Background: an optimization exercise with open tools, aiming at small area. Do not read the settings as production practice. In this exercise RTL edits were held to simulation tests only and were not proved equivalent to the original.

## flow/design.v (module list and top-level ports; edited modules follow where they fit)
// module ha: 4 lines
// module fa: 4 lines
// module booth_enc: 9 lines
// module mac_col1: 1091 lines
// module mac_col2: 971 lines
// module mac_col3: 971 lines
// module top: 143 lines
module top(input clk,
           input rst_n,
           input weight_select,
           input [7:0] fmaps_in1,
           input [7:0] fmaps_in2,
           input [7:0] fmaps_in3,
           input [7:0] fmaps_in4,
           input [7:0] fmaps_in5,
           input [7:0] fmaps_in6,
           input [7:0] fmaps_in7,
           input [7:0] weight_in1,
           input [7:0] weight_in2,
           input [7:0] weight_in3,
           input [7:0] weight_in4,
           input [7:0] weight_in5,
           output [1:0] cs,
           output [1:0] we,
           output [4:0] fmaps_addr,
           output [5:0] weight_addr,
           output valid,
           output signed [20:0] acc);
  // ...
==> flow/flow/run.sh <==
#!/bin/bash
# The standard synthesis and layout (the standard.sh), with two changes:
# the input and output ports are buffered with sky130_fd_sc_hd__buf_1
# instead of the placer's default buffer cell, and clock tree synthesis
# uses larger sink clusters and no dummy loads.  Each step's output goes to
# a log file of its own in this folder.
set -euo pipefail
bash standard.sh synth > synth.log 2>&1
export BUFFER_PORTS_ARGS="-buffer_cell sky130_fd_sc_hd__buf_1"
export CTS_ARGS="-sink_clustering_enable -repair_clock_nets -dont_use_dummy_load -sink_clustering_size 30 -sink_clustering_max_diameter 100"
bash standard.sh finish > layout.log 2>&1
==> flow/standard.sh <==
#!/bin/bash
# synth_recipe.tcl (not shown) runs the flow's synth.tcl, then flattens the netlist and writes it again
# the make line also repeats each setting of config.mk as NAME=value (left out here)
make -C /OpenROAD-flow-scripts/flow DESIGN_CONFIG=/design/flow/config.mk WORK_HOME=/design/flow/orfs CLKGATE_MAP_FILE= SYNTH_SCRIPT=/design/flow/synth_recipe.tcl "${@:-finish}"
==> flow/config.mk <==
export PLATFORM = sky130hd
export DESIGN_NAME = top
export DESIGN_NICKNAME = top
export VERILOG_FILES = /design/flow/design.v
export SDC_FILE = /design/flow/constraint.sdc
export NUM_CORES = 4
export LEC_CHECK = 0
export CAP_MARGIN = 20
export CORE_MARGIN = 2
export CORE_UTILIZATION = 65
export PLACE_DENSITY = 0.7
export SLEW_MARGIN = 20
export SYNTH_HIERARCHICAL = 1
export SYNTH_MINIMUM_KEEP_SIZE = 0
==> flow/constraint.sdc <==
create_clock -name core_clock -period 7.0 [get_ports {clk}]
set_input_delay 1.4000 -clock core_clock [delete_from_list [all_inputs] [get_ports {clk}]]
set_output_delay 1.4000 -clock core_clock [all_outputs]
set_load 0.01 [all_outputs]
==> summary.txt, run 1 <==
Final layout
  • Share of layout cells above drive strength 1: 9.57%
  • Final non-filler cell total: 3,640
  • Largest cell class: multi-input gates
  • Non-clk buf share: 6.10%
  • Commonest non-fill, non-tap cell in the layout: fa_1

Setup path
  • Crit. path cell count: 16
  • R2r endpoint: s2[19]
  • Slowest cell on crit path: dfstp_4
  • Critical Path AT: 7.27 ns

Synthesis
  • Post-synthesis simple-gate area fraction: 6.14%
  • Synth Area in Adders: 37.1%
  • FF+latch count, synth: 378
  • Synth Area in Compound Gates: 12.1%
  • Asr flop ratio synth: 25.1%

Drt
  • DR iter-0 viols: 2,998
  • Wire length on met2: 52.3 mm
  • Vias: 24.6k

Job
  • Max-cap violations: 0

Die
  • Core area: 51,400 um2
  • Number of top-level pins: 136

Status
  • Status: no timing/DRC/antenna violations

Clock network
  • Inserted Clock Buffers: 18
  • Number of clock sinks: 378
  • Post-CTS Setup Bufs: 0
  • CTS tree: done
  • CTS resizes: 0

Worst hold path
  • Hold endpoint: o[2]
  • Worst hold path class: reg -> reg

Timing
  • Setup TNS: 0 ns
  • Crit share post-route: 96.7%
  • Slew Viols, Final: 0
==> module mac_col1, before the edit <==
module mac_col1(input [7:0] W1,
    input [7:0] X1,
    input [3:0] ew2_one,
    input [3:0] ew2_two,
    input [3:0] ew2_neg,
    input [7:0] X2,
    input [3:0] ew3_one,
    input [3:0] ew3_two,
    input [3:0] ew3_neg,
    input [7:0] X3,
    input [3:0] ew4_one,
    input [3:0] ew4_two,
    input [3:0] ew4_neg,
    input [7:0] X4,
    input [3:0] ew5_one,
    input [3:0] ew5_two,
    input [3:0] ew5_neg,
    input [7:0] X5,
    input [20:0] base,
    output [20:0] sum);
    wire p1;
    assign p1 = W1[0] & X1[0];
    wire p2;
    assign p2 = W1[0] & X1[1];
    wire p3;
    assign p3 = W1[0] & X1[2];
    wire p4;
    assign p4 = W1[0] & X1[3];
    wire p5;
    assign p5 = W1[0] & X1[4];
    wire p6;
    assign p6 = W1[0] & X1[5];
    wire p7;
    assign p7 = W1[0] & X1[6];
    wire p8;
    assign p8 = ~(W1[0] & X1[7]);
    wire p9;
    assign p9 = W1[1] & X1[0];
    wire p10;
    assign p10 = W1[1] & X1[1];
    wire p11;
    assign p11 = W1[1] & X1[2];
    wire p12;
    assign p12 = W1[1] & X1[3];
    wire p13;
    assign p13 = W1[1] & X1[4];
    wire p14;
    assign p14 = W1[1] & X1[5];
    wire p15;
    assign p15 = W1[1] & X1[6];
    wire p16;
    assign p16 = ~(W1[1] & X1[7]);
    wire p17;
    assign p17 = W1[2] & X1[0];
    wire p18;
    assign p18 = W1[2] & X1[1];
    wire p19;
    assign p19 = W1[2] & X1[2];
    wire p20;
    assign p20 = W1[2] & X1[3];
    wire p21;
    assign p21 = W1[2] & X1[4];
    wire p22;
    assign p22 = W1[2] & X1[5];
    wire p23;
    assign p23 = W1[2] & X1[6];
    wire p24;
    assign p24 = ~(W1[2] & X1[7]);
    wire p25;
    assign p25 = W1[3] & X1[0];
    wire p26;
    assign p26 = W1[3] & X1[1];
    wire p27;
    assign p27 = W1[3] & X1[2];
    wire p28;
    assign p28 = W1[3] & X1[3];
    wire p29;
    assign p29 = W1[3] & X1[4];
    wire p30;
    assign p30 = W1[3] & X1[5];
    wire p31;
    assign p31 = W1[3] & X1[6];
    wire p32;
    assign p32 = ~(W1[3] & X1[7]);
    wire p33;
    assign p33 = W1[4] & X1[0];
    wire p34;
    assign p34 = W1[4] & X1[1];
    wire p35;
    assign p35 = W1[4] & X1[2];
    wire p36;
    assign p36 = W1[4] & X1[3];
    wire p37;
    assign p37 = W1[4] & X1[4];
    wire p38;
    assign p38 = W1[4] & X1[5];
    wire p39;
    assign p39 = W1[4] & X1[6];
    wire p40;
    assign p40 = ~(W1[4] & X1[7]);
    wire p41;
    assign p41 = W1[5] & X1[0];
    wire p42;
    assign p42 = W1[5] & X1[1];
    wire p43;
    assign p43 = W1[5] & X1[2];
    wire p44;
    assign p44 = W1[5] & X1[3];
    wire p45;
    assign p45 = W1[5] & X1[4];
    wire p46;
    assign p46 = W1[5] & X1[5];
    wire p47;
    assign p47 = W1[5] & X1[6];
    wire p48;
    assign p48 = ~(W1[5] & X1[7]);
    wire p49;
    assign p49 = W1[6] & X1[0];
    wire p50;
    assign p50 = W1[6] & X1[1];
    wire p51;
    assign p51 = W1[6] & X1[2];
    wire p52;
    assign p52 = W1[6] & X1[3];
    wire p53;
    assign p53 = W1[6] & X1[4];
    wire p54;
    assign p54 = W1[6] & X1[5];
    wire p55;
    assign p55 = W1[6] & X1[6];
    wire p56;
    assign p56 = ~(W1[6] & X1[7]);
    wire p57;
    assign p57 = ~(W1[7] & X1[0]);
    wire p58;
    assign p58 = ~(W1[7] & X1[1]);
    wire p59;
    assign p59 = ~(W1[7] & X1[2]);
    wire p60;
    assign p60 = ~(W1[7] & X1[3]);
    wire p61;
    assign p61 = ~(W1[7] & X1[4]);
    wire p62;
    assign p62 = ~(W1[7] & X1[5]);
    wire p63;
    assign p63 = ~(W1[7] & X1[6]);
    wire p64;
    assign p64 = W1[7] & X1[7];
    wire b65;
    assign b65 = (ew2_one[0] & X2[0]) ^ ew2_neg[0];
    wire b66;
    assign b66 = ((ew2_one[0] & X2[1]) | (ew2_two[0] & X2[0])) ^ ew2_neg[0];
    wire b67;
    assign b67 = ((ew2_one[0] & X2[2]) | (ew2_two[0] & X2[1])) ^ ew2_neg[0];
    wire b68;
    assign b68 = ((ew2_one[0] & X2[3]) | (ew2_two[0] & X2[2])) ^ ew2_neg[0];
    wire b69;
    assign b69 = ((ew2_one[0] & X2[4]) | (ew2_two[0] & X2[3])) ^ ew2_neg[0];
    wire b70;
    assign b70 = ((ew2_one[0] & X2[5]) | (ew2_two[0] & X2[4])) ^ ew2_neg[0];
    wire b71;
    assign b71 = ((ew2_one[0] & X2[6]) | (ew2_two[0] & X2[5])) ^ ew2_neg[0];
    wire b72;
    assign b72 = ((ew2_one[0] & X2[7]) | (ew2_two[0] & X2[6])) ^ ew2_neg[0];
    wire b73;
    assign b73 = ~(((ew2_one[0] | ew2_two[0]) & X2[7]) ^ ew2_neg[0]);
    wire b74;
    assign b74 = (ew2_one[1] & X2[0]) ^ ew2_neg[1];
    wire b75;
    assign b75 = ((ew2_one[1] & X2[1]) | (ew2_two[1] & X2[0])) ^ ew2_neg[1];
    wire b76;
    assign b76 = ((ew2_one[1] & X2[2]) | (ew2_two[1] & X2[1])) ^ ew2_neg[1];
    wire b77;
    assign b77 = ((ew2_one[1] & X2[3]) | (ew2_two[1] & X2[2])) ^ ew2_neg[1];
    wire b78;
    assign b78 = ((ew2_one[1] & X2[4]) | (ew2_two[1] & X2[3])) ^ ew2_neg[1];
    wire b79;
    assign b79 = ((ew2_one[1] & X2[5]) | (ew2_two[1] & X2[4])) ^ ew2_neg[1];
    wire b80;
    assign b80 = ((ew2_one[1] & X2[6]) | (ew2_two[1] & X2[5])) ^ ew2_neg[1];
    wire b81;
    assign b81 = ((ew2_one[1] & X2[7]) | (ew2_two[1] & X2[6])) ^ ew2_neg[1];
    wire b82;
    assign b82 = ~(((ew2_one[1] | ew2_two[1]) & X2[7]) ^ ew2_neg[1]);
    wire b83;
    assign b83 = (ew2_one[2] & X2[0]) ^ ew2_neg[2];
    wire b84;
    assign b84 = ((ew2_one[2] & X2[1]) | (ew2_two[2] & X2[0])) ^ ew2_neg[2];
    wire b85;
    assign b85 = ((ew2_one[2] & X2[2]) | (ew2_two[2] & X2[1])) ^ ew2_neg[2];
    wire b86;
    assign b86 = ((ew2_one[2] & X2[3]) | (ew2_two[2] & X2[2])) ^ ew2_neg[2];
    wire b87;
    assign b87 = ((ew2_one[2] & X2[4]) | (ew2_two[2] & X2[3])) ^ ew2_neg[2];
    wire b88;
    assign b88 = ((ew2_one[2] & X2[5]) | (ew2_two[2] & X2[4])) ^ ew2_neg[2];
    wire b89;
    assign b89 = ((ew2_one[2] & X2[6]) | (ew2_two[2] & X2[5])) ^ ew2_neg[2];
    wire b90;
    assign b90 = ((ew2_one[2] & X2[7]) | (ew2_two[2] & X2[6])) ^ ew2_neg[2];
    wire b91;
    assign b91 = ~(((ew2_one[2] | ew2_two[2]) & X2[7]) ^ ew2_neg[2]);
    wire b92;
    assign b92 = (ew2_one[3] & X2[0]) ^ ew2_neg[3];
    wire b93;
    assign b93 = ((ew2_one[3] & X2[1]) | (ew2_two[3] & X2[0])) ^ ew2_neg[3];
    wire b94;
    assign b94 = ((ew2_one[3] & X2[2]) | (ew2_two[3] & X2[1])) ^ ew2_neg[3];
    wire b95;
    assign b95 = ((ew2_one[3] & X2[3]) | (ew2_two[3] & X2[2])) ^ ew2_neg[3];
    wire b96;
    assign b96 = ((ew2_one[3] & X2[4]) | (ew2_two[3] & X2[3])) ^ ew2_neg[3];
    wire b97;
    assign b97 = ((ew2_one[3] & X2[5]) | (ew2_two[3] & X2[4])) ^ ew2_neg[3];
    wire b98;
    assign b98 = ((ew2_one[3] & X2[6]) | (ew2_two[3] & X2[5])) ^ ew2_neg[3];
    wire b99;
    assign b99 = ((ew2_one[3] & X2[7]) | (ew2_two[3] & X2[6])) ^ ew2_neg[3];
    wire b100;
    assign b100 = ~(((ew2_one[3] | ew2_two[3]) & X2[7]) ^ ew2_neg[3]);
    wire b101;
    assign b101 = (ew3_one[0] & X3[0]) ^ ew3_neg[0];
    wire b102;
    assign b102 = ((ew3_one[0] & X3[1]) | (ew3_two[0] & X3[0])) ^ ew3_neg[0];
    wire b103;
    assign b103 = ((ew3_one[0] & X3[2]) | (ew3_two[0] & X3[1])) ^ ew3_neg[0];
    wire b104;
    assign b104 = ((ew3_one[0] & X3[3]) | (ew3_two[0] & X3[2])) ^ ew3_neg[0];
    wire b105;
    assign b105 = ((ew3_one[0] & X3[4]) | (ew3_two[0] & X3[3])) ^ ew3_neg[0];
    wire b106;
    assign b106 = ((ew3_one[0] & X3[5]) | (ew3_two[0] & X3[4])) ^ ew3_neg[0];
    wire b107;
    assign b107 = ((ew3_one[0] & X3[6]) | (ew3_two[0] & X3[5])) ^ ew3_neg[0];
    wire b108;
    assign b108 = ((ew3_one[0] & X3[7]) | (ew3_two[0] & X3[6])) ^ ew3_neg[0];
    wire b109;
    assign b109 = ~(((ew3_one[0] | ew3_two[0]) & X3[7]) ^ ew3_neg[0]);
    wire b110;
    assign b110 = (ew3_one[1] & X3[0]) ^ ew3_neg[1];
    wire b111;
    assign b111 = ((ew3_one[1] & X3[1]) | (ew3_two[1] & X3[0])) ^ ew3_neg[1];
    wire b112;
    assign b112 = ((ew3_one[1] & X3[2]) | (ew3_two[1] & X3[1])) ^ ew3_neg[1];
    wire b113;
    assign b113 = ((ew3_one[1] & X3[3]) | (ew3_two[1] & X3[2])) ^ ew3_neg[1];
    wire b114;
    assign b114 = ((ew3_one[1] & X3[4]) | (ew3_two[1] & X3[3])) ^ ew3_neg[1];
    wire b115;
    assign b115 = ((ew3_one[1] & X3[5]) | (ew3_two[1] & X3[4])) ^ ew3_neg[1];
    wire b116;
    assign b116 = ((ew3_one[1] & X3[6]) | (ew3_two[1] & X3[5])) ^ ew3_neg[1];
    wire b117;
    assign b117 = ((ew3_one[1] & X3[7]) | (ew3_two[1] & X3[6])) ^ ew3_neg[1];
    wire b118;
    assign b118 = ~(((ew3_one[1] | ew3_two[1]) & X3[7]) ^ ew3_neg[1]);
    wire b119;
    assign b119 = (ew3_one[2] & X3[0]) ^ ew3_neg[2];
    wire b120;
    assign b120 = ((ew3_one[2] & X3[1]) | (ew3_two[2] & X3[0])) ^ ew3_neg[2];
    wire b121;
    assign b121 = ((ew3_one[2] & X3[2]) | (ew3_two[2] & X3[1])) ^ ew3_neg[2];
    wire b122;
    assign b122 = ((ew3_one[2] & X3[3]) | (ew3_two[2] & X3[2])) ^ ew3_neg[2];
    wire b123;
    assign b123 = ((ew3_one[2] & X3[4]) | (ew3_two[2] & X3[3])) ^ ew3_neg[2];
    wire b124;
    assign b124 = ((ew3_one[2] & X3[5]) | (ew3_two[2] & X3[4])) ^ ew3_neg[2];
    wire b125;
    assign b125 = ((ew3_one[2] & X3[6]) | (ew3_two[2] & X3[5])) ^ ew3_neg[2];
    wire b126;
    assign b126 = ((ew3_one[2] & X3[7]) | (ew3_two[2] & X3[6])) ^ ew3_neg[2];
    wire b127;
    assign b127 = ~(((ew3_one[2] | ew3_two[2]) & X3[7]) ^ ew3_neg[2]);
    wire b128;
    assign b128 = (ew3_one[3] & X3[0]) ^ ew3_neg[3];
    wire b129;
    assign b129 = ((ew3_one[3] & X3[1]) | (ew3_two[3] & X3[0])) ^ ew3_neg[3];
    wire b130;
    assign b130 = ((ew3_one[3] & X3[2]) | (ew3_two[3] & X3[1])) ^ ew3_neg[3];
    wire b131;
    assign b131 = ((ew3_one[3] & X3[3]) | (ew3_two[3] & X3[2])) ^ ew3_neg[3];
    wire b132;
    assign b132 = ((ew3_one[3] & X3[4]) | (ew3_two[3] & X3[3])) ^ ew3_neg[3];
    wire b133;
    assign b133 = ((ew3_one[3] & X3[5]) | (ew3_two[3] & X3[4])) ^ ew3_neg[3];
    wire b134;
    assign b134 = ((ew3_one[3] & X3[6]) | (ew3_two[3] & X3[5])) ^ ew3_neg[3];
    wire b135;
    assign b135 = ((ew3_one[3] & X3[7]) | (ew3_two[3] & X3[6])) ^ ew3_neg[3];
    wire b136;
    assign b136 = ~(((ew3_one[3] | ew3_two[3]) & X3[7]) ^ ew3_neg[3]);
    wire b137;
    assign b137 = (ew4_one[0] & X4[0]) ^ ew4_neg[0];
    wire b138;
    assign b138 = ((ew4_one[0] & X4[1]) | (ew4_two[0] & X4[0])) ^ ew4_neg[0];
    wire b139;
    assign b139 = ((ew4_one[0] & X4[2]) | (ew4_two[0] & X4[1])) ^ ew4_neg[0];
    wire b140;
    assign b140 = ((ew4_one[0] & X4[3]) | (ew4_two[0] & X4[2])) ^ ew4_neg[0];
    wire b141;
    assign b141 = ((ew4_one[0] & X4[4]) | (ew4_two[0] & X4[3])) ^ ew4_neg[0];
    wire b142;
    assign b142 = ((ew4_one[0] & X4[5]) | (ew4_two[0] & X4[4])) ^ ew4_neg[0];
    wire b143;
    assign b143 = ((ew4_one[0] & X4[6]) | (ew4_two[0] & X4[5])) ^ ew4_neg[0];
    wire b144;
    assign b144 = ((ew4_one[0] & X4[7]) | (ew4_two[0] & X4[6])) ^ ew4_neg[0];
    wire b145;
    assign b145 = ~(((ew4_one[0] | ew4_two[0]) & X4[7]) ^ ew4_neg[0]);
    wire b146;
    assign b146 = (ew4_one[1] & X4[0]) ^ ew4_neg[1];
    wire b147;
    assign b147 = ((ew4_one[1] & X4[1]) | (ew4_two[1] & X4[0])) ^ ew4_neg[1];
    wire b148;
    assign b148 = ((ew4_one[1] & X4[2]) | (ew4_two[1] & X4[1])) ^ ew4_neg[1];
    wire b149;
    assign b149 = ((ew4_one[1] & X4[3]) | (ew4_two[1] & X4[2])) ^ ew4_neg[1];
    wire b150;
    assign b150 = ((ew4_one[1] & X4[4]) | (ew4_two[1] & X4[3])) ^ ew4_neg[1];
    wire b151;
    assign b151 = ((ew4_one[1] & X4[5]) | (ew4_two[1] & X4[4])) ^ ew4_neg[1];
    wire b152;
    assign b152 = ((ew4_one[1] & X4[6]) | (ew4_two[1] & X4[5])) ^ ew4_neg[1];
    wire b153;
    assign b153 = ((ew4_one[1] & X4[7]) | (ew4_two[1] & X4[6])) ^ ew4_neg[1];
    wire b154;
    assign b154 = ~(((ew4_one[1] | ew4_two[1]) & X4[7]) ^ ew4_neg[1]);
    wire b155;
    assign b155 = (ew4_one[2] & X4[0]) ^ ew4_neg[2];
    wire b156;
    assign b156 = ((ew4_one[2] & X4[1]) | (ew4_two[2] & X4[0])) ^ ew4_neg[2];
    wire b157;
    assign b157 = ((ew4_one[2] & X4[2]) | (ew4_two[2] & X4[1])) ^ ew4_neg[2];
    wire b158;
    assign b158 = ((ew4_one[2] & X4[3]) | (ew4_two[2] & X4[2])) ^ ew4_neg[2];
    wire b159;
    assign b159 = ((ew4_one[2] & X4[4]) | (ew4_two[2] & X4[3])) ^ ew4_neg[2];
    wire b160;
    assign b160 = ((ew4_one[2] & X4[5]) | (ew4_two[2] & X4[4])) ^ ew4_neg[2];
    wire b161;
    assign b161 = ((ew4_one[2] & X4[6]) | (ew4_two[2] & X4[5])) ^ ew4_neg[2];
    wire b162;
    assign b162 = ((ew4_one[2] & X4[7]) | (ew4_two[2] & X4[6])) ^ ew4_neg[2];
    wire b163;
    assign b163 = ~(((ew4_one[2] | ew4_two[2]) & X4[7]) ^ ew4_neg[2]);
    wire b164;
    assign b164 = (ew4_one[3] & X4[0]) ^ ew4_neg[3];
    wire b165;
    assign b165 = ((ew4_one[3] & X4[1]) | (ew4_two[3] & X4[0])) ^ ew4_neg[3];
    wire b166;
    assign b166 = ((ew4_one[3] & X4[2]) | (ew4_two[3] & X4[1])) ^ ew4_neg[3];
    wire b167;
    assign b167 = ((ew4_one[3] & X4[3]) | (ew4_two[3] & X4[2])) ^ ew4_neg[3];
    wire b168;
    assign b168 = ((ew4_one[3] & X4[4]) | (ew4_two[3] & X4[3])) ^ ew4_neg[3];
    wire b169;
    assign b169 = ((ew4_one[3] & X4[5]) | (ew4_two[3] & X4[4])) ^ ew4_neg[3];
    wire b170;
    assign b170 = ((ew4_one[3] & X4[6]) | (ew4_two[3] & X4[5])) ^ ew4_neg[3];
    wire b171;
    assign b171 = ((ew4_one[3] & X4[7]) | (ew4_two[3] & X4[6])) ^ ew4_neg[3];
    wire b172;
    assign b172 = ~(((ew4_one[3] | ew4_two[3]) & X4[7]) ^ ew4_neg[3]);
    wire b173;
    assign b173 = (ew5_one[0] & X5[0]) ^ ew5_neg[0];
    wire b174;
    assign b174 = ((ew5_one[0] & X5[1]) | (ew5_two[0] & X5[0])) ^ ew5_neg[0];
    wire b175;
    assign b175 = ((ew5_one[0] & X5[2]) | (ew5_two[0] & X5[1])) ^ ew5_neg[0];
    wire b176;
    assign b176 = ((ew5_one[0] & X5[3]) | (ew5_two[0] & X5[2])) ^ ew5_neg[0];
    wire b177;
    assign b177 = ((ew5_one[0] & X5[4]) | (ew5_two[0] & X5[3])) ^ ew5_neg[0];
    wire b178;
    assign b178 = ((ew5_one[0] & X5[5]) | (ew5_two[0] & X5[4])) ^ ew5_neg[0];
    wire b179;
    assign b179 = ((ew5_one[0] & X5[6]) | (ew5_two[0] & X5[5])) ^ ew5_neg[0];
    wire b180;
    assign b180 = ((ew5_one[0] & X5[7]) | (ew5_two[0] & X5[6])) ^ ew5_neg[0];
    wire b181;
    assign b181 = ~(((ew5_one[0] | ew5_two[0]) & X5[7]) ^ ew5_neg[0]);
    wire b182;
    assign b182 = (ew5_one[1] & X5[0]) ^ ew5_neg[1];
    wire b183;
    assign b183 = ((ew5_one[1] & X5[1]) | (ew5_two[1] & X5[0])) ^ ew5_neg[1];
    wire b184;
    assign b184 = ((ew5_one[1] & X5[2]) | (ew5_two[1] & X5[1])) ^ ew5_neg[1];
    wire b185;
    assign b185 = ((ew5_one[1] & X5[3]) | (ew5_two[1] & X5[2])) ^ ew5_neg[1];
    wire b186;
    assign b186 = ((ew5_one[1] & X5[4]) | (ew5_two[1] & X5[3])) ^ ew5_neg[1];
    wire b187;
    assign b187 = ((ew5_one[1] & X5[5]) | (ew5_two[1] & X5[4])) ^ ew5_neg[1];
    wire b188;
    assign b188 = ((ew5_one[1] & X5[6]) | (ew5_two[1] & X5[5])) ^ ew5_neg[1];
    wire b189;
    assign b189 = ((ew5_one[1] & X5[7]) | (ew5_two[1] & X5[6])) ^ ew5_neg[1];
    wire b190;
    assign b190 = ~(((ew5_one[1] | ew5_two[1]) & X5[7]) ^ ew5_neg[1]);
    wire b191;
    assign b191 = (ew5_one[2] & X5[0]) ^ ew5_neg[2];
    wire b192;
    assign b192 = ((ew5_one[2] & X5[1]) | (ew5_two[2] & X5[0])) ^ ew5_neg[2];
    wire b193;
    assign b193 = ((ew5_one[2] & X5[2]) | (ew5_two[2] & X5[1])) ^ ew5_neg[2];
    wire b194;
    assign b194 = ((ew5_one[2] & X5[3]) | (ew5_two[2] & X5[2])) ^ ew5_neg[2];
    wire b195;
    assign b195 = ((ew5_one[2] & X5[4]) | (ew5_two[2] & X5[3])) ^ ew5_neg[2];
    wire b196;
    assign b196 = ((ew5_one[2] & X5[5]) | (ew5_two[2] & X5[4])) ^ ew5_neg[2];
    wire b197;
    assign b197 = ((ew5_one[2] & X5[6]) | (ew5_two[2] & X5[5])) ^ ew5_neg[2];
    wire b198;
    assign b198 = ((ew5_one[2] & X5[7]) | (ew5_two[2] & X5[6])) ^ ew5_neg[2];
    wire b199;
    assign b199 = ~(((ew5_one[2] | ew5_two[2]) & X5[7]) ^ ew5_neg[2]);
    wire b200;
    assign b200 = (ew5_one[3] & X5[0]) ^ ew5_neg[3];
    wire b201;
    assign b201 = ((ew5_one[3] & X5[1]) | (ew5_two[3] & X5[0])) ^ ew5_neg[3];
    wire b202;
    assign b202 = ((ew5_one[3] & X5[2]) | (ew5_two[3] & X5[1])) ^ ew5_neg[3];
    wire b203;
    assign b203 = ((ew5_one[3] & X5[3]) | (ew5_two[3] & X5[2])) ^ ew5_neg[3];
    wire b204;
    assign b204 = ((ew5_one[3] & X5[4]) | (ew5_two[3] & X5[3])) ^ ew5_neg[3];
    wire b205;
    assign b205 = ((ew5_one[3] & X5[5]) | (ew5_two[3] & X5[4])) ^ ew5_neg[3];
    wire b206;
    assign b206 = ((ew5_one[3] & X5[6]) | (ew5_two[3] & X5[5])) ^ ew5_neg[3];
    wire b207;
    assign b207 = ((ew5_one[3] & X5[7]) | (ew5_two[3] & X5[6])) ^ ew5_neg[3];
    wire b208;
    assign b208 = ~(((ew5_one[3] | ew5_two[3]) & X5[7]) ^ ew5_neg[3]);
    wire s209;
    wire c210;
    fa us209 (.a(ew2_neg[0]), .b(ew3_neg[0]), .c(ew4_neg[0]), .s(s209), .co(c210));
    wire s211;
    wire c212;
    fa us211 (.a(ew5_neg[0]), .b(base[0]), .c(s209), .s(s211), .co(c212));
    wire s213;
    wire c214;
    fa us213 (.a(b101), .b(b137), .c(b173), .s(s213), .co(c214));
    wire s215;
    wire c216;
    fa us215 (.a(b65), .b(p1), .c(s211), .s(s215), .co(c216));
    wire s217;
    wire c218;
    fa us217 (.a(base[1]), .b(c210), .c(b102), .s(s217), .co(c218));
    wire s219;
    wire c220;
    fa us219 (.a(b138), .b(b174), .c(b66), .s(s219), .co(c220));
    wire s221;
    wire c222;
    fa us221 (.a(c212), .b(p2), .c(p9), .s(s221), .co(c222));
    wire s223;
    wire c224;
    fa us223 (.a(c214), .b(s217), .c(s219), .s(s223), .co(c224));
    wire s225;
    wire c226;
    fa us225 (.a(c216), .b(s221), .c(s223), .s(s225), .co(c226));
    wire s227;
    wire c228;
    fa us227 (.a(ew2_neg[1]), .b(ew3_neg[1]), .c(ew4_neg[1]), .s(s227), .co(c228));
    wire s229;
    wire c230;
    fa us229 (.a(ew5_neg[1]), .b(base[2]), .c(s227), .s(s229), .co(c230));
    wire s231;
    wire c232;
    fa us231 (.a(b103), .b(b110), .c(b139), .s(s231), .co(c232));
    wire s233;
    wire c234;
    fa us233 (.a(b146), .b(b175), .c(b182), .s(s233), .co(c234));
    wire s235;
    wire c236;
    fa us235 (.a(b67), .b(b74), .c(p10), .s(s235), .co(c236));
    wire s237;
    wire c238;
    fa us237 (.a(p17), .b(p3), .c(s229), .s(s237), .co(c238));
    wire s239;
    wire c240;
    fa us239 (.a(c218), .b(c220), .c(s231), .s(s239), .co(c240));
    wire s241;
    wire c242;
    fa us241 (.a(s233), .b(c222), .c(s235), .s(s241), .co(c242));
    wire s243;
    wire c244;
    fa us243 (.a(s237), .b(c224), .c(s239), .s(s243), .co(c244));
    wire s245;
    wire c246;
    fa us245 (.a(s241), .b(c226), .c(s243), .s(s245), .co(c246));
    wire s247;
    wire c248;
    fa us247 (.a(base[3]), .b(c228), .c(b104), .s(s247), .co(c248));
    wire s249;
    wire c250;
    fa us249 (.a(b111), .b(b140), .c(b147), .s(s249), .co(c250));
    wire s251;
    wire c252;
    fa us251 (.a(b176), .b(b183), .c(b68), .s(s251), .co(c252));
    wire s253;
    wire c254;
    fa us253 (.a(b75), .b(c230), .c(p11), .s(s253), .co(c254));
    wire s255;
    wire c256;
    fa us255 (.a(p18), .b(p25), .c(p4), .s(s255), .co(c256));
    wire s257;
    wire c258;
    fa us257 (.a(c232), .b(c234), .c(s247), .s(s257), .co(c258));
    wire s259;
    wire c260;
    fa us259 (.a(s249), .b(s251), .c(c236), .s(s259), .co(c260));
    wire s261;
    wire c262;
    fa us261 (.a(c238), .b(s253), .c(s255), .s(s261), .co(c262));
    wire s263;
    wire c264;
    fa us263 (.a(c240), .b(s257), .c(c242), .s(s263), .co(c264));
    wire s265;
    wire c266;
    fa us265 (.a(s259), .b(s261), .c(c244), .s(s265), .co(c266));
    wire s267;
    wire c268;
    fa us267 (.a(s263), .b(c246), .c(s265), .s(s267), .co(c268));
    wire s269;
    wire c270;
    fa us269 (.a(ew2_neg[2]), .b(ew3_neg[2]), .c(ew4_neg[2]), .s(s269), .co(c270));
    wire s271;
    wire c272;
    fa us271 (.a(ew5_neg[2]), .b(base[4]), .c(s269), .s(s271), .co(c272));
    wire s273;
    wire c274;
    fa us273 (.a(b105), .b(b112), .c(b119), .s(s273), .co(c274));
    wire s275;
    wire c276;
    fa us275 (.a(b141), .b(b148), .c(b155), .s(s275), .co(c276));
    wire s277;
    wire c278;
    fa us277 (.a(b177), .b(b184), .c(b191), .s(s277), .co(c278));
    wire s279;
    wire c280;
    fa us279 (.a(b69), .b(b76), .c(b83), .s(s279), .co(c280));
    wire s281;
    wire c282;
    fa us281 (.a(p12), .b(p19), .c(p26), .s(s281), .co(c282));
    wire s283;
    wire c284;
    fa us283 (.a(p33), .b(p5), .c(s271), .s(s283), .co(c284));
    wire s285;
    wire c286;
    fa us285 (.a(c248), .b(c250), .c(c252), .s(s285), .co(c286));
    wire s287;
    wire c288;
    fa us287 (.a(s273), .b(s275), .c(s277), .s(s287), .co(c288));
    wire s289;
    wire c290;
    fa us289 (.a(s279), .b(c254), .c(c256), .s(s289), .co(c290));
    wire s291;
    wire c292;
    fa us291 (.a(s281), .b(s283), .c(c258), .s(s291), .co(c292));
    wire s293;
    wire c294;
    fa us293 (.a(s285), .b(s287), .c(c260), .s(s293), .co(c294));
    wire s295;
    wire c296;
    fa us295 (.a(c262), .b(s289), .c(s291), .s(s295), .co(c296));
    wire s297;
    wire c298;
    fa us297 (.a(c264), .b(s293), .c(c266), .s(s297), .co(c298));
    wire s299;
    wire c300;
    fa us299 (.a(s295), .b(c268), .c(s297), .s(s299), .co(c300));
    wire s301;
    wire c302;
    fa us301 (.a(base[5]), .b(c270), .c(b106), .s(s301), .co(c302));
    wire s303;
    wire c304;
    fa us303 (.a(b113), .b(b120), .c(b142), .s(s303), .co(c304));
    wire s305;
    wire c306;
    fa us305 (.a(b149), .b(b156), .c(b178), .s(s305), .co(c306));
    wire s307;
    wire c308;
    fa us307 (.a(b185), .b(b192), .c(b70), .s(s307), .co(c308));
    wire s309;
    wire c310;
    fa us309 (.a(b77), .b(b84), .c(c272), .s(s309), .co(c310));
    wire s311;
    wire c312;
    fa us311 (.a(p13), .b(p20), .c(p27), .s(s311), .co(c312));
    wire s313;
    wire c314;
    fa us313 (.a(p34), .b(p41), .c(p6), .s(s313), .co(c314));
    wire s315;
    wire c316;
    fa us315 (.a(c274), .b(c276), .c(c278), .s(s315), .co(c316));
    wire s317;
    wire c318;
    fa us317 (.a(c280), .b(s301), .c(s303), .s(s317), .co(c318));
    wire s319;
    wire c320;
    fa us319 (.a(s305), .b(s307), .c(c282), .s(s319), .co(c320));
    wire s321;
    wire c322;
    fa us321 (.a(c284), .b(s309), .c(s311), .s(s321), .co(c322));
    wire s323;
    wire c324;
    fa us323 (.a(s313), .b(c286), .c(c288), .s(s323), .co(c324));
    wire s325;
    wire c326;
    fa us325 (.a(s315), .b(s317), .c(c290), .s(s325), .co(c326));
    wire s327;
    wire c328;
    fa us327 (.a(s319), .b(s321), .c(c292), .s(s327), .co(c328));
    wire s329;
    wire c330;
    fa us329 (.a(s323), .b(c294), .c(s325), .s(s329), .co(c330));
    wire s331;
    wire c332;
    fa us331 (.a(c296), .b(s327), .c(s329), .s(s331), .co(c332));
    wire s333;
    wire c334;
    fa us333 (.a(c298), .b(s331), .c(c300), .s(s333), .co(c334));
    wire s335;
    wire c336;
    fa us335 (.a(ew2_neg[3]), .b(ew3_neg[3]), .c(ew4_neg[3]), .s(s335), .co(c336));
    wire s337;
    wire c338;
    fa us337 (.a(ew5_neg[3]), .b(base[6]), .c(s335), .s(s337), .co(c338));
    wire s339;
    wire c340;
    fa us339 (.a(b107), .b(b114), .c(b121), .s(s339), .co(c340));
    wire s341;
    wire c342;
    fa us341 (.a(b128), .b(b143), .c(b150), .s(s341), .co(c342));
    wire s343;
    wire c344;
    fa us343 (.a(b157), .b(b164), .c(b179), .s(s343), .co(c344));
    wire s345;
    wire c346;
    fa us345 (.a(b186), .b(b193), .c(b200), .s(s345), .co(c346));
    wire s347;
    wire c348;
    fa us347 (.a(b71), .b(b78), .c(b85), .s(s347), .co(c348));
    wire s349;
    wire c350;
    fa us349 (.a(b92), .b(p14), .c(p21), .s(s349), .co(c350));
    wire s351;
    wire c352;
    fa us351 (.a(p28), .b(p35), .c(p42), .s(s351), .co(c352));
    wire s353;
    wire c354;
    fa us353 (.a(p49), .b(p7), .c(s337), .s(s353), .co(c354));
    wire s355;
    wire c356;
    fa us355 (.a(c302), .b(c304), .c(c306), .s(s355), .co(c356));
    wire s357;
    wire c358;
    fa us357 (.a(c308), .b(s339), .c(s341), .s(s357), .co(c358));
    wire s359;
    wire c360;
    fa us359 (.a(s343), .b(s345), .c(s347), .s(s359), .co(c360));
    wire s361;
    wire c362;
    fa us361 (.a(c310), .b(c312), .c(c314), .s(s361), .co(c362));
    wire s363;
    wire c364;
    fa us363 (.a(s349), .b(s351), .c(c316), .s(s363), .co(c364));
    wire s365;
    wire c366;
    fa us365 (.a(s353), .b(c318), .c(s355), .s(s365), .co(c366));
    wire s367;
    wire c368;
    fa us367 (.a(s357), .b(s359), .c(c320), .s(s367), .co(c368));
    wire s369;
    wire c370;
    fa us369 (.a(c322), .b(s361), .c(c324), .s(s369), .co(c370));
    wire s371;
    wire c372;
    fa us371 (.a(s363), .b(s365), .c(c326), .s(s371), .co(c372));
    wire s373;
    wire c374;
    fa us373 (.a(s367), .b(c328), .c(s369), .s(s373), .co(c374));
    wire s375;
    wire c376;
    fa us375 (.a(c330), .b(s371), .c(s373), .s(s375), .co(c376));
    wire s377;
    wire c378;
    fa us377 (.a(c332), .b(s375), .c(c334), .s(s377), .co(c378));
    wire s379;
    wire c380;
    fa us379 (.a(base[7]), .b(c336), .c(b108), .s(s379), .co(c380));
    wire s381;
    wire c382;
    fa us381 (.a(b115), .b(b122), .c(b129), .s(s381), .co(c382));
    wire s383;
    wire c384;
    fa us383 (.a(b144), .b(b151), .c(b158), .s(s383), .co(c384));
    wire s385;
    wire c386;
    fa us385 (.a(b165), .b(b180), .c(b187), .s(s385), .co(c386));
    wire s387;
    wire c388;
    fa us387 (.a(b194), .b(b201), .c(b72), .s(s387), .co(c388));
    wire s389;
    wire c390;
    fa us389 (.a(b79), .b(b86), .c(b93), .s(s389), .co(c390));
    wire s391;
    wire c392;
    fa us391 (.a(c338), .b(p15), .c(p22), .s(s391), .co(c392));
    wire s393;
    wire c394;
    fa us393 (.a(p29), .b(p36), .c(p43), .s(s393), .co(c394));
    wire s395;
    wire c396;
    fa us395 (.a(p50), .b(p57), .c(p8), .s(s395), .co(c396));
    wire s397;
    wire c398;
    fa us397 (.a(c340), .b(c342), .c(c344), .s(s397), .co(c398));
    wire s399;
    wire c400;
    fa us399 (.a(c346), .b(c348), .c(s379), .s(s399), .co(c400));
    wire s401;
    wire c402;
    fa us401 (.a(s381), .b(s383), .c(s385), .s(s401), .co(c402));
    wire s403;
    wire c404;
    fa us403 (.a(s387), .b(s389), .c(c350), .s(s403), .co(c404));
    wire s405;
    wire c406;
    fa us405 (.a(c352), .b(c354), .c(s391), .s(s405), .co(c406));
    wire s407;
    wire c408;
    fa us407 (.a(s393), .b(s395), .c(c356), .s(s407), .co(c408));
    wire s409;
    wire c410;
    fa us409 (.a(c358), .b(c360), .c(s397), .s(s409), .co(c410));
    wire s411;
    wire c412;
    fa us411 (.a(s399), .b(s401), .c(c362), .s(s411), .co(c412));
    wire s413;
    wire c414;
    fa us413 (.a(s403), .b(c364), .c(s405), .s(s413), .co(c414));
    wire s415;
    wire c416;
    fa us415 (.a(c366), .b(s407), .c(s409), .s(s415), .co(c416));
    wire s417;
    wire c418;
    fa us417 (.a(c368), .b(s411), .c(c370), .s(s417), .co(c418));
    wire s419;
    wire c420;
    fa us419 (.a(s413), .b(c372), .c(s415), .s(s419), .co(c420));
    wire s421;
    wire c422;
    fa us421 (.a(c374), .b(s417), .c(s419), .s(s421), .co(c422));
    wire s423;
    wire c424;
    ha us423 (.a(c376), .b(s421), .s(s423), .co(c424));
    wire s425;
    wire c426;
    fa us425 (.a(base[8]), .b(b109), .c(b116), .s(s425), .co(c426));
    wire s427;
    wire c428;
    fa us427 (.a(b123), .b(b130), .c(b145), .s(s427), .co(c428));
    wire s429;
    wire c430;
    fa us429 (.a(b152), .b(b159), .c(b166), .s(s429), .co(c430));
    wire s431;
    wire c432;
    fa us431 (.a(b181), .b(b188), .c(b195), .s(s431), .co(c432));
    wire s433;
    wire c434;
    fa us433 (.a(b202), .b(b73), .c(b80), .s(s433), .co(c434));
    wire s435;
    wire c436;
    fa us435 (.a(b87), .b(b94), .c(p16), .s(s435), .co(c436));
    wire s437;
    wire c438;
    fa us437 (.a(p23), .b(p30), .c(p37), .s(s437), .co(c438));
    wire s439;
    wire c440;
    fa us439 (.a(p44), .b(p51), .c(p58), .s(s439), .co(c440));
    wire s441;
    wire c442;
    fa us441 (.a(c380), .b(c382), .c(c384), .s(s441), .co(c442));
    wire s443;
    wire c444;
    fa us443 (.a(c386), .b(c388), .c(c390), .s(s443), .co(c444));
    wire s445;
    wire c446;
    fa us445 (.a(s425), .b(s427), .c(s429), .s(s445), .co(c446));
    wire s447;
    wire c448;
    fa us447 (.a(s431), .b(s433), .c(c392), .s(s447), .co(c448));
    wire s449;
    wire c450;
    fa us449 (.a(c394), .b(c396), .c(s435), .s(s449), .co(c450));
    wire s451;
    wire c452;
    fa us451 (.a(s437), .b(s439), .c(c398), .s(s451), .co(c452));
    wire s453;
    wire c454;
    fa us453 (.a(c400), .b(c402), .c(s441), .s(s453), .co(c454));
    wire s455;
    wire c456;
    fa us455 (.a(s443), .b(s445), .c(c404), .s(s455), .co(c456));
    wire s457;
    wire c458;
    fa us457 (.a(c406), .b(s447), .c(c408), .s(s457), .co(c458));
    wire s459;
    wire c460;
    fa us459 (.a(s449), .b(c410), .c(s451), .s(s459), .co(c460));
    wire s461;
    wire c462;
    fa us461 (.a(s453), .b(c412), .c(s455), .s(s461), .co(c462));
    wire s463;
    wire c464;
    fa us463 (.a(c414), .b(s457), .c(c416), .s(s463), .co(c464));
    wire s465;
    wire c466;
    fa us465 (.a(s459), .b(s461), .c(c418), .s(s465), .co(c466));
    wire s467;
    wire c468;
    fa us467 (.a(c420), .b(s463), .c(s465), .s(s467), .co(c468));
    wire s469;
    wire c470;
    fa us469 (.a(c422), .b(s467), .c(c424), .s(s469), .co(c470));
    wire s471;
    wire c472;
    fa us471 (.a(base[9]), .b(b117), .c(b124), .s(s471), .co(c472));
    wire s473;
    wire c474;
    fa us473 (.a(b131), .b(b153), .c(b160), .s(s473), .co(c474));
    wire s475;
    wire c476;
    fa us475 (.a(b167), .b(b189), .c(b196), .s(s475), .co(c476));
    wire s477;
    wire c478;
    fa us477 (.a(b203), .b(b81), .c(b88), .s(s477), .co(c478));
    wire s479;
    wire c480;
    fa us479 (.a(b95), .b(p24), .c(p31), .s(s479), .co(c480));
    wire s481;
    wire c482;
    fa us481 (.a(p38), .b(p45), .c(p52), .s(s481), .co(c482));
    wire s483;
    wire c484;
    fa us483 (.a(p59), .b(c426), .c(c428), .s(s483), .co(c484));
    wire s485;
    wire c486;
    fa us485 (.a(c430), .b(c432), .c(c434), .s(s485), .co(c486));
    wire s487;
    wire c488;
    fa us487 (.a(s471), .b(s473), .c(s475), .s(s487), .co(c488));
    wire s489;
    wire c490;
    fa us489 (.a(s477), .b(c436), .c(c438), .s(s489), .co(c490));
    wire s491;
    wire c492;
    fa us491 (.a(c440), .b(s479), .c(s481), .s(s491), .co(c492));
    wire s493;
    wire c494;
    fa us493 (.a(c442), .b(c444), .c(c446), .s(s493), .co(c494));
    wire s495;
    wire c496;
    fa us495 (.a(s483), .b(s485), .c(s487), .s(s495), .co(c496));
    wire s497;
    wire c498;
    fa us497 (.a(c448), .b(c450), .c(s489), .s(s497), .co(c498));
    wire s499;
    wire c500;
    fa us499 (.a(c452), .b(s491), .c(c454), .s(s499), .co(c500));
    wire s501;
    wire c502;
    fa us501 (.a(s493), .b(c456), .c(s495), .s(s501), .co(c502));
    wire s503;
    wire c504;
    fa us503 (.a(c458), .b(s497), .c(c460), .s(s503), .co(c504));
    wire s505;
    wire c506;
    fa us505 (.a(s499), .b(c462), .c(s501), .s(s505), .co(c506));
    wire s507;
    wire c508;
    fa us507 (.a(c464), .b(s503), .c(c466), .s(s507), .co(c508));
    wire s509;
    wire c510;
    fa us509 (.a(s505), .b(c468), .c(s507), .s(s509), .co(c510));
    wire s511;
    wire c512;
    fa us511 (.a(base[10]), .b(b118), .c(b125), .s(s511), .co(c512));
    wire s513;
    wire c514;
    fa us513 (.a(b132), .b(b154), .c(b161), .s(s513), .co(c514));
    wire s515;
    wire c516;
    fa us515 (.a(b168), .b(b190), .c(b197), .s(s515), .co(c516));
    wire s517;
    wire c518;
    fa us517 (.a(b204), .b(b82), .c(b89), .s(s517), .co(c518));
    wire s519;
    wire c520;
    fa us519 (.a(b96), .b(p32), .c(p39), .s(s519), .co(c520));
    wire s521;
    wire c522;
    fa us521 (.a(p46), .b(p53), .c(p60), .s(s521), .co(c522));
    wire s523;
    wire c524;
    fa us523 (.a(c472), .b(c474), .c(c476), .s(s523), .co(c524));
    wire s525;
    wire c526;
    fa us525 (.a(c478), .b(s511), .c(s513), .s(s525), .co(c526));
    wire s527;
    wire c528;
    fa us527 (.a(s515), .b(s517), .c(c480), .s(s527), .co(c528));
    wire s529;
    wire c530;
    fa us529 (.a(c482), .b(s519), .c(s521), .s(s529), .co(c530));
    wire s531;
    wire c532;
    fa us531 (.a(c484), .b(c486), .c(c488), .s(s531), .co(c532));
    wire s533;
    wire c534;
    fa us533 (.a(s523), .b(s525), .c(c490), .s(s533), .co(c534));
    wire s535;
    wire c536;
    fa us535 (.a(c492), .b(s527), .c(s529), .s(s535), .co(c536));
    wire s537;
    wire c538;
    fa us537 (.a(c494), .b(c496), .c(s531), .s(s537), .co(c538));
    wire s539;
    wire c540;
    fa us539 (.a(c498), .b(s533), .c(c500), .s(s539), .co(c540));
    wire s541;
    wire c542;
    fa us541 (.a(s535), .b(c502), .c(s537), .s(s541), .co(c542));
    wire s543;
    wire c544;
    fa us543 (.a(c504), .b(s539), .c(c506), .s(s543), .co(c544));
    wire s545;
    wire c546;
    fa us545 (.a(s541), .b(c508), .c(s543), .s(s545), .co(c546));
    wire s547;
    wire c548;
    fa us547 (.a(base[11]), .b(b126), .c(b133), .s(s547), .co(c548));
    wire s549;
    wire c550;
    fa us549 (.a(b162), .b(b169), .c(b198), .s(s549), .co(c550));
    wire s551;
    wire c552;
    fa us551 (.a(b205), .b(b90), .c(b97), .s(s551), .co(c552));
    wire s553;
    wire c554;
    fa us553 (.a(p40), .b(p47), .c(p54), .s(s553), .co(c554));
    wire s555;
    wire c556;
    fa us555 (.a(p61), .b(c512), .c(c514), .s(s555), .co(c556));
    wire s557;
    wire c558;
    fa us557 (.a(c516), .b(c518), .c(s547), .s(s557), .co(c558));
    wire s559;
    wire c560;
    fa us559 (.a(s549), .b(s551), .c(c520), .s(s559), .co(c560));
    wire s561;
    wire c562;
    fa us561 (.a(c522), .b(s553), .c(c524), .s(s561), .co(c562));
    wire s563;
    wire c564;
    fa us563 (.a(c526), .b(s555), .c(s557), .s(s563), .co(c564));
    wire s565;
    wire c566;
    fa us565 (.a(c528), .b(c530), .c(s559), .s(s565), .co(c566));
    wire s567;
    wire c568;
    fa us567 (.a(c532), .b(s561), .c(c534), .s(s567), .co(c568));
    wire s569;
    wire c570;
    fa us569 (.a(s563), .b(c536), .c(s565), .s(s569), .co(c570));
    wire s571;
    wire c572;
    fa us571 (.a(c538), .b(s567), .c(c540), .s(s571), .co(c572));
    wire s573;
    wire c574;
    fa us573 (.a(s569), .b(c542), .c(s571), .s(s573), .co(c574));
    wire s575;
    wire c576;
    ha us575 (.a(c544), .b(s573), .s(s575), .co(c576));
    wire s577;
    wire c578;
    fa us577 (.a(base[12]), .b(b127), .c(b134), .s(s577), .co(c578));
    wire s579;
    wire c580;
    fa us579 (.a(b163), .b(b170), .c(b199), .s(s579), .co(c580));
    wire s581;
    wire c582;
    fa us581 (.a(b206), .b(b91), .c(b98), .s(s581), .co(c582));
    wire s583;
    wire c584;
    fa us583 (.a(p48), .b(p55), .c(p62), .s(s583), .co(c584));
    wire s585;
    wire c586;
    fa us585 (.a(c548), .b(c550), .c(c552), .s(s585), .co(c586));
    wire s587;
    wire c588;
    fa us587 (.a(s577), .b(s579), .c(s581), .s(s587), .co(c588));
    wire s589;
    wire c590;
    fa us589 (.a(c554), .b(s583), .c(c556), .s(s589), .co(c590));
    wire s591;
    wire c592;
    fa us591 (.a(c558), .b(s585), .c(s587), .s(s591), .co(c592));
    wire s593;
    wire c594;
    fa us593 (.a(c560), .b(c562), .c(s589), .s(s593), .co(c594));
    wire s595;
    wire c596;
    fa us595 (.a(c564), .b(s591), .c(c566), .s(s595), .co(c596));
    wire s597;
    wire c598;
    fa us597 (.a(s593), .b(c568), .c(c570), .s(s597), .co(c598));
    wire s599;
    wire c600;
    fa us599 (.a(s595), .b(c572), .c(s597), .s(s599), .co(c600));
    wire s601;
    wire c602;
    ha us601 (.a(c574), .b(s599), .s(s601), .co(c602));
    wire s603;
    wire c604;
    fa us603 (.a(base[13]), .b(b135), .c(b171), .s(s603), .co(c604));
    wire s605;
    wire c606;
    fa us605 (.a(b207), .b(b99), .c(p56), .s(s605), .co(c606));
    wire s607;
    wire c608;
    fa us607 (.a(p63), .b(c578), .c(c580), .s(s607), .co(c608));
    wire s609;
    wire c610;
    fa us609 (.a(c582), .b(s603), .c(c584), .s(s609), .co(c610));
    wire s611;
    wire c612;
    fa us611 (.a(s605), .b(c586), .c(c588), .s(s611), .co(c612));
    wire s613;
    wire c614;
    fa us613 (.a(s607), .b(s609), .c(c590), .s(s613), .co(c614));
    wire s615;
    wire c616;
    fa us615 (.a(c592), .b(s611), .c(c594), .s(s615), .co(c616));
    wire s617;
    wire c618;
    fa us617 (.a(s613), .b(c596), .c(s615), .s(s617), .co(c618));
    wire s619;
    wire c620;
    fa us619 (.a(c598), .b(s617), .c(c600), .s(s619), .co(c620));
    wire s621;
    wire c622;
    fa us621 (.a(base[14]), .b(b100), .c(b136), .s(s621), .co(c622));
    wire s623;
    wire c624;
    fa us623 (.a(b172), .b(b208), .c(p64), .s(s623), .co(c624));
    wire s625;
    wire c626;
    fa us625 (.a(c604), .b(s621), .c(c606), .s(s625), .co(c626));
    wire s627;
    wire c628;
    fa us627 (.a(s623), .b(c608), .c(c610), .s(s627), .co(c628));
    wire s629;
    wire c630;
    fa us629 (.a(s625), .b(c612), .c(s627), .s(s629), .co(c630));
    wire s631;
    wire c632;
    fa us631 (.a(c614), .b(s629), .c(c616), .s(s631), .co(c632));
    wire s633;
    wire c634;
    ha us633 (.a(c618), .b(s631), .s(s633), .co(c634));
    wire s635;
    wire c636;
    fa us635 (.a(base[15]), .b(c622), .c(c624), .s(s635), .co(c636));
    wire s637;
    wire c638;
    fa us637 (.a(c626), .b(s635), .c(c628), .s(s637), .co(c638));
    wire s639;
    wire c640;
    fa us639 (.a(c630), .b(s637), .c(c632), .s(s639), .co(c640));
    wire s641;
    wire c642;
    fa us641 (.a(base[16]), .b(c636), .c(c638), .s(s641), .co(c642));
    wire [20:0] ra = {base[20], base[19], base[18], base[17], c640, c634, c620, c602, c576, c546, c510, c470, s469, c378, s377, s333, s299, s267, s245, s225, s213};
    wire [20:0] rb = {1'b0, 1'b0, 1'b0, c642, s641, s639, s633, s619, s601, s575, s545, s509, 1'b0, s423, 1'b0, 1'b0, 1'b0, 1'b0, 1'b0, 1'b0, s215};
    assign sum = ra + rb;
endmodule
==> inputs of run 2 (changes only) <==
--- a/flow/design.v
+++ b/flow/design.v
@@ -997,17 +997,17 @@
     wire s571;
     wire c572;
     fa us571 (.a(c538), .b(s567), .c(c540), .s(s571), .co(c572));
     wire s573;
     wire c574;
     fa us573 (.a(s569), .b(c542), .c(s571), .s(s573), .co(c574));
     wire s575;
     wire c576;
-    ha us575 (.a(c544), .b(s573), .s(s575), .co(c576));
+    fa us575 (.a(c544), .b(s573), .c(c546), .s(s575), .co(c576));
     wire s577;
     wire c578;
     fa us577 (.a(base[12]), .b(b127), .c(b134), .s(s577), .co(c578));
     wire s579;
     wire c580;
     fa us579 (.a(b163), .b(b170), .c(b199), .s(s579), .co(c580));
     wire s581;
     wire c582;
@@ -1084,31 +1084,31 @@
     wire s629;
     wire c630;
     fa us629 (.a(s625), .b(c612), .c(s627), .s(s629), .co(c630));
     wire s631;
     wire c632;
     fa us631 (.a(c614), .b(s629), .c(c616), .s(s631), .co(c632));
     wire s633;
     wire c634;
-    ha us633 (.a(c618), .b(s631), .s(s633), .co(c634));
+    fa us633 (.a(c618), .b(s631), .c(c620), .s(s633), .co(c634));
     wire s635;
     wire c636;
     fa us635 (.a(base[15]), .b(c622), .c(c624), .s(s635), .co(c636));
     wire s637;
     wire c638;
     fa us637 (.a(c626), .b(s635), .c(c628), .s(s637), .co(c638));
     wire s639;
     wire c640;
     fa us639 (.a(c630), .b(s637), .c(c632), .s(s639), .co(c640));
     wire s641;
     wire c642;
     fa us641 (.a(base[16]), .b(c636), .c(c638), .s(s641), .co(c642));
-    wire [20:0] ra = {base[20], base[19], base[18], base[17], c640, c634, c620, c602, c576, c546, c510, c470, s469, c378, s377, s333, s299, s267, s245, s225, s213};
-    wire [20:0] rb = {1'b0, 1'b0, 1'b0, c642, s641, s639, s633, s619, s601, s575, s545, s509, 1'b0, s423, 1'b0, 1'b0, 1'b0, 1'b0, 1'b0, 1'b0, s215};
+    wire [20:0] ra = {base[20], base[19], base[18], base[17], c640, c634, s633, c602, c576, s575, c510, c470, s469, c378, s377, s333, s299, s267, s245, s225, s213};
+    wire [20:0] rb = {1'b0, 1'b0, 1'b0, c642, s641, s639, 1'b0, s619, s601, 1'b0, s545, s509, 1'b0, s423, 1'b0, 1'b0, 1'b0, 1'b0, 1'b0, 1'b0, s215};
     assign sum = ra + rb;
 endmodule
 module mac_col2(input [3:0] ex2_one,
     input [3:0] ex2_two,
     input [3:0] ex2_neg,
     input [7:0] W1,
     input [3:0] ew2_one,
     input [3:0] ew2_two,
@@ -2037,17 +2037,17 @@
     wire s545;
     wire c546;
     fa us545 (.a(c526), .b(s541), .c(c528), .s(s545), .co(c546));
     wire s547;
     wire c548;
     fa us547 (.a(s543), .b(c530), .c(s545), .s(s547), .co(c548));
     wire s549;
     wire c550;
-    ha us549 (.a(s547), .b(c532), .s(s549), .co(c550));
+    fa us549 (.a(s547), .b(c532), .c(c534), .s(s549), .co(c550));
     wire s551;
     wire c552;
     fa us551 (.a(base[14]), .b(b108), .c(b144), .s(s551), .co(c552));
     wire s553;
     wire c554;
     fa us553 (.a(b180), .b(b72), .c(c536), .s(s553), .co(c554));
     wire s555;
     wire c556;
@@ -2068,18 +2068,18 @@
     wire c566;
     fa us565 (.a(c556), .b(s563), .c(c558), .s(s565), .co(c566));
     wire s567;
     wire c568;
     fa us567 (.a(c560), .b(s565), .c(c562), .s(s567), .co(c568));
     wire s569;
     wire c570;
     fa us569 (.a(base[16]), .b(c564), .c(c566), .s(s569), .co(c570));
-    wire [20:0] ra = {base[20], base[19], base[18], base[17], c568, s567, c550, c534, c512, c486, s485, c420, s419, c340, s339, s299, s269, s239, s219, s199, s189};
-    wire [20:0] rb = {1'b0, 1'b0, 1'b0, c570, s569, 1'b0, s561, s549, s533, s511, 1'b0, s453, 1'b0, s379, 1'b0, 1'b0, 1'b0, 1'b0, 1'b0, 1'b0, 1'b0};
+    wire [20:0] ra = {base[20], base[19], base[18], base[17], c568, s567, c550, s549, c512, c486, s485, c420, s419, c340, s339, s299, s269, s239, s219, s199, s189};
+    wire [20:0] rb = {1'b0, 1'b0, 1'b0, c570, s569, 1'b0, s561, 1'b0, s533, s511, 1'b0, s453, 1'b0, s379, 1'b0, 1'b0, 1'b0, 1'b0, 1'b0, 1'b0, 1'b0};
     assign sum = ra + rb;
 endmodule
 module mac_col3(input [3:0] ex3_one,
     input [3:0] ex3_two,
     input [3:0] ex3_neg,
     input [7:0] W1,
     input [3:0] ew2_one,
     input [3:0] ew2_two,
@@ -3008,17 +3008,17 @@
     wire s545;
     wire c546;
     fa us545 (.a(c526), .b(s541), .c(c528), .s(s545), .co(c546));
     wire s547;
     wire c548;
     fa us547 (.a(s543), .b(c530), .c(s545), .s(s547), .co(c548));
     wire s549;
     wire c550;
-    ha us549 (.a(s547), .b(c532), .s(s549), .co(c550));
+    fa us549 (.a(s547), .b(c532), .c(c534), .s(s549), .co(c550));
     wire s551;
     wire c552;
     fa us551 (.a(base[14]), .b(b108), .c(b144), .s(s551), .co(c552));
     wire s553;
     wire c554;
     fa us553 (.a(b180), .b(b72), .c(c536), .s(s553), .co(c554));
     wire s555;
     wire c556;
@@ -3039,18 +3039,18 @@
     wire c566;
     fa us565 (.a(c556), .b(s563), .c(c558), .s(s565), .co(c566));
     wire s567;
     wire c568;
     fa us567 (.a(c560), .b(s565), .c(c562), .s(s567), .co(c568));
     wire s569;
     wire c570;
     fa us569 (.a(base[16]), .b(c564), .c(c566), .s(s569), .co(c570));
-    wire [20:0] ra = {base[20], base[19], base[18], base[17], c568, s567, c550, c534, c512, c486, s485, c420, s419, c340, s339, s299, s269, s239, s219, s199, s189};
-    wire [20:0] rb = {1'b0, 1'b0, 1'b0, c570, s569, 1'b0, s561, s549, s533, s511, 1'b0, s453, 1'b0, s379, 1'b0, 1'b0, 1'b0, 1'b0, 1'b0, 1'b0, 1'b0};
+    wire [20:0] ra = {base[20], base[19], base[18], base[17], c568, s567, c550, s549, c512, c486, s485, c420, s419, c340, s339, s299, s269, s239, s219, s199, s189};
+    wire [20:0] rb = {1'b0, 1'b0, 1'b0, c570, s569, 1'b0, s561, 1'b0, s533, s511, 1'b0, s453, 1'b0, s379, 1'b0, 1'b0, 1'b0, 1'b0, 1'b0, 1'b0, 1'b0};
     assign sum = ra + rb;
 endmodule
 module top(input clk,
            input rst_n,
            input weight_select,
            input [7:0] fmaps_in1,
            input [7:0] fmaps_in2,
            input [7:0] fmaps_in3,
==> flow/config.mk (replaced) <==
export PLATFORM = sky130hd
export DESIGN_NAME = top
export DESIGN_NICKNAME = top
export VERILOG_FILES = /design/flow/design.v
export SDC_FILE = /design/flow/constraint.sdc
export NUM_CORES = 4
export LEC_CHECK = 0
export CAP_MARGIN = 20
export CORE_MARGIN = 2
export CORE_UTILIZATION = 65
export SLEW_MARGIN = 20
export SYNTH_HIERARCHICAL = 1
export SYNTH_MINIMUM_KEEP_SIZE = 0
==> run 2 against run 1 <==
Effect of this change: non-clock buffer count grew 33; still clean on timing, DRC and antenna; synthesized cell count fell by 0.51%; setup slack worse by 0.031 ns; sequential cell count unchanged; largest cell class unchanged; synthesized area shrank 0.15%; first-iteration DRC count rose by 16%; global-route usage is 0.54 points higher.
==> summary.txt, run 2 <==
Drt
  • DRT antenna net count: 0
  • DR iter-0 viols: 3,480 (+16%)
  • Vias: 25.0k (+1.7%)
  • Wire length per cell: 32.2 um
  • DR pass1 iterations: 9
  • DRC viols: 0
  • DRT Wirelength: 118 mm
  • Avg Vias per Cell: 6.83

Setup path
  • R2R cell count: 16
  • WP data required: 7.51 ns
  • RR Startpoint: x4_3[1]
  • Worst Path Max Fanout: 10
  • Worst setup SP type: flop
  • R2R setup slack: 0.20 ns
  • Critical path endpoint: s3[16]
  • CP Capture Type: flop
  • R2r endpoint: s3[16]
  • Critical Path AT: 7.31 ns (+0.04 ns)
  • Crit path from: x4_3[1]
  • Critical path class: reg -> reg

Clock network
  • Root Driver: clkbuf_16
  • Inserted Clock Buffers: 19 (+1)
  • Worst skew pair latency: 0.58 ns
  • Number of clock sinks: 378 (unchanged)
  • Post-CTS Setup Bufs: 0 (unchanged)
  • Maximum root-to-sink buffer count: 3
  • H-tree levels: 1
  • Worst-path clk slew: 0.11 ns
  • CTS tree: done

Timing
  • Worst-Margin Slew: 1.06 ns
  • Final Skew: 0.0625 ns
  • Setup TNS: 0 ns (unchanged)
  • Final hold violation count: 0
  • RSZ-0062 raised after global routing: false
  • PnR worst setup slack: 0.199 ns
  • FMAX: 147 MHz
  • Min cycle time layout: 6.80 ns
  • Crit share post-route: 97.2% (+0.44 points)
  • Final setup violation count: 0
  • Relative slew slack: 29.3%
  • Slew Viols, Final: 0 (unchanged)

Die
  • Initial core utilization: 65.8%
  • Die Width: 232 um
  • Core area: 51,300 um2 (-0.20%)
  • Die Y: 232 um
  • Number of top-level pins: 136 (unchanged)
  • Die area: 53,800 um2
  • Rows: 83

Final layout
  • Final instance area: 36,000 um2
  • Commonest non-fill, non-tap cell in the layout: fa_1
  • Final Net Count: 3,713
  • Most frequent cells in the layout: 601 x fa_1, 473 x xnor2_1, 393 x a22oi_1
  • Synthesis-to-layout area growth: 6.54%
  • Share of layout cells above drive strength 1: 10.7% (+1.1 points)

Synthesis
  • Sequential share of the synthesized area: 23.8%
  • Syn avg cell area: 11.5 um2
  • Mapped Cells: 2,942
  • Largest area contributor in the netlist: fa_1
  • Synthesis Warnings: 7
  • Post-synth top cells: 601 x fa_1, 473 x xnor2_1, 393 x a22oi_1
  • Post-synth top area share: 35.6%
  • Synth unique cells: 64
  • Cell area after synthesis: 33,800 um2
  • Top cells by area, synth: fa_1 36%, dfxtp_1 17%, xnor2_1 12%, a22oi_1 8.7%, dfrtp_1 6.7%
  • FF+latch count, synth: 378 (unchanged)
  • Synth Flop Type: dfxtp_1
  • Count leader, synth: fa_1
  • Post-synth EDFFs: 0
  • Asr flop ratio synth: 25.1% (unchanged)

GRT
  • Met1 Use GR: 56.8%
  • Initial antenna violation count: 6
  • Largest net degree at the start of global routing: 71
  • Number of global-route vias before repair: 26.7k
  • First-pass GRT wire length: 173 mm
  • Grt total ovfl: 0
  • Busiest grt layer: met2
  • All-layer global routing usage: 45.1%
  • Met3 usage in global routing: 14.5%
  • GR Util met2: 67.7%

Placement
  • DP HPWL: 90.9 mm
  • Gpl congestion: 1.08
  • Setup Slack @ Placement: 0.138 ns
  • Placed inst area: 35,500 um2
  • I/O Buffers: 133

Worst hold path
  • Worst hold path class: reg -> reg

Status
  • Status: no timing/DRC/antenna violations

Job
  • Max-cap violations: 0 (unchanged)
-- run 2: through the flow --
| step | hold slack, ns | instances | util (%) |
|---|---|---|---|
| floorplan | 0.310 | 2943 | - |
| global placement | 0.309 | 3634 | 69.2 |
| detailed placement | 0.312 | 3634 | 69.2 |
| CTS | 0.332 | 3653 | 70.1 |
| global route | 0.332 | 3653 | 70.1 |
| finish | 0.319 | 3656 | 70.1 |
-- run 2: worst min path at each step --
| stage | from | to | slack (ns) | depth (start not counted) |
|---|---|---|---|---|
| after floorplan | h2[0] | o[0] | 0.31 | 0 |
| after global placement | w5_2[1] | w5_3[1] | 0.31 | 0 |
| after detailed placement | w5_2[1] | w5_3[1] | 0.31 | 0 |
| after CTS | w4_1[6] | w4_2[6] | 0.33 | 0 |
| after global routing | h2[11] | o[11] | 0.33 | 0 |
| final | h2[11] | o[11] | 0.32 | 0 |
-- run 2: final cells by class --
cell class	count	area (um2)
Multi-Input combinational cell	2193	24100
Tap cell	680	851
Inverter	31	116
Timing Repair Buffer	352	2370
Sequential cell	378	8070
Antenna cell	3	7.51
Clock buffer	19	475
Fill cell	3843	15300
-- run 2: critical path, stage by stage, from the launching register on --
cell,delay [ns]
dfxtp_1,0.67
buf_4,0.31
a22oi_1,0.10
xnor2_1,0.55
fa_1,0.59
fa_1,0.42
fa_1,0.57
fa_1,0.46
fa_1,0.48
fa_1,0.42
fa_1,0.43
fa_1,0.45
ha_1,0.39
a21oi_1,0.11
nor3b_2,0.38
a41o_1,0.24
xor2_1,0.15
-- run 2: repair_timing --
item / CTS / global route
resized for setup: 0 / 1
hold buffers: 0 / 0
endpoints found under the setup margin: 0 / 1
-- run 2: cells by family after synthesis --
| kind of cell | count (synthesis) | synth area share (%) |
|---|---|---|
| flip-flops | 378 | 23.8 |
| multiplexers | 48 | 1.59 |
| XOR/XNOR | 562 | 14.6 |
| other | 2 | 0.0222 |
| buffers and inverters | 372 | 4.87 |
| AND/OR/NAND/NOR | 358 | 5.91 |
| AO/OA/AOI/OAI | 583 | 12.1 |
| adder cells (fa/ha/maj) | 639 | 37.0 |
-- run 2: per-module statistics from Yosys (local to each module, per instance), excerpt --
module,cell area [um2],flip-flops and latches,copies in the design,cells
mac_col3,3650,0,1,518
ha,12.5,0,6,1
fa,20.0,0,601,1
mac_col2,3650,0,1,518
top,9900,378,1,648
booth_enc,124,0,6,18
-- run 2: routing by layer --
metal  share of wire (%)  routed length [um]  vias to the layer above
li1                    -                   -                     9774
met1                  35               41000                    12600
met2                  44               51500                     1997
met3                  13               15600                      610
met4                 8.1                9540                        6
met5               0.029                  34                        -

## port drivers added, routing unchanged
How much do the figures lean on ideal ports? The routed layouts below were timed once more, with nothing changed but the port constraints.
Step 1: set_driving_cell puts a clkbuf_16 on clk and a buf_2 on each other input, an assumption about the parent block.
Step 2 also shifts input and output timing later by t, the mid clock arrival at the registers, as if the neighbouring blocks saw the same clock.
Slacks: no drivers / after step 1 / after step 2; pairs: no drivers / after step 1.
| run | t (ns) | setup WS [ns] | hold slack, ns | latest minus earliest clock arrival (ns) | worst data-port slew with drivers (ns) |
|---|---|---|---|---|---|
| run 1 | 0.611 | 0.230 / 0.230 / -0.241 | 0.321 / 0.321 / 0.321 | 0.120 / 0.121 | 0.08 |
| run 2 | 0.611 | 0.199 / 0.199 / 0.039 | 0.319 / 0.319 / 0.319 | 0.063 / 0.063 | 0.06 |
Met with ideal ports but missed after step 2: setup timing in run 1. The setup slack of run 1, which loses most, moves by 0.000 ns with the drivers and by -0.471 ns with both steps.
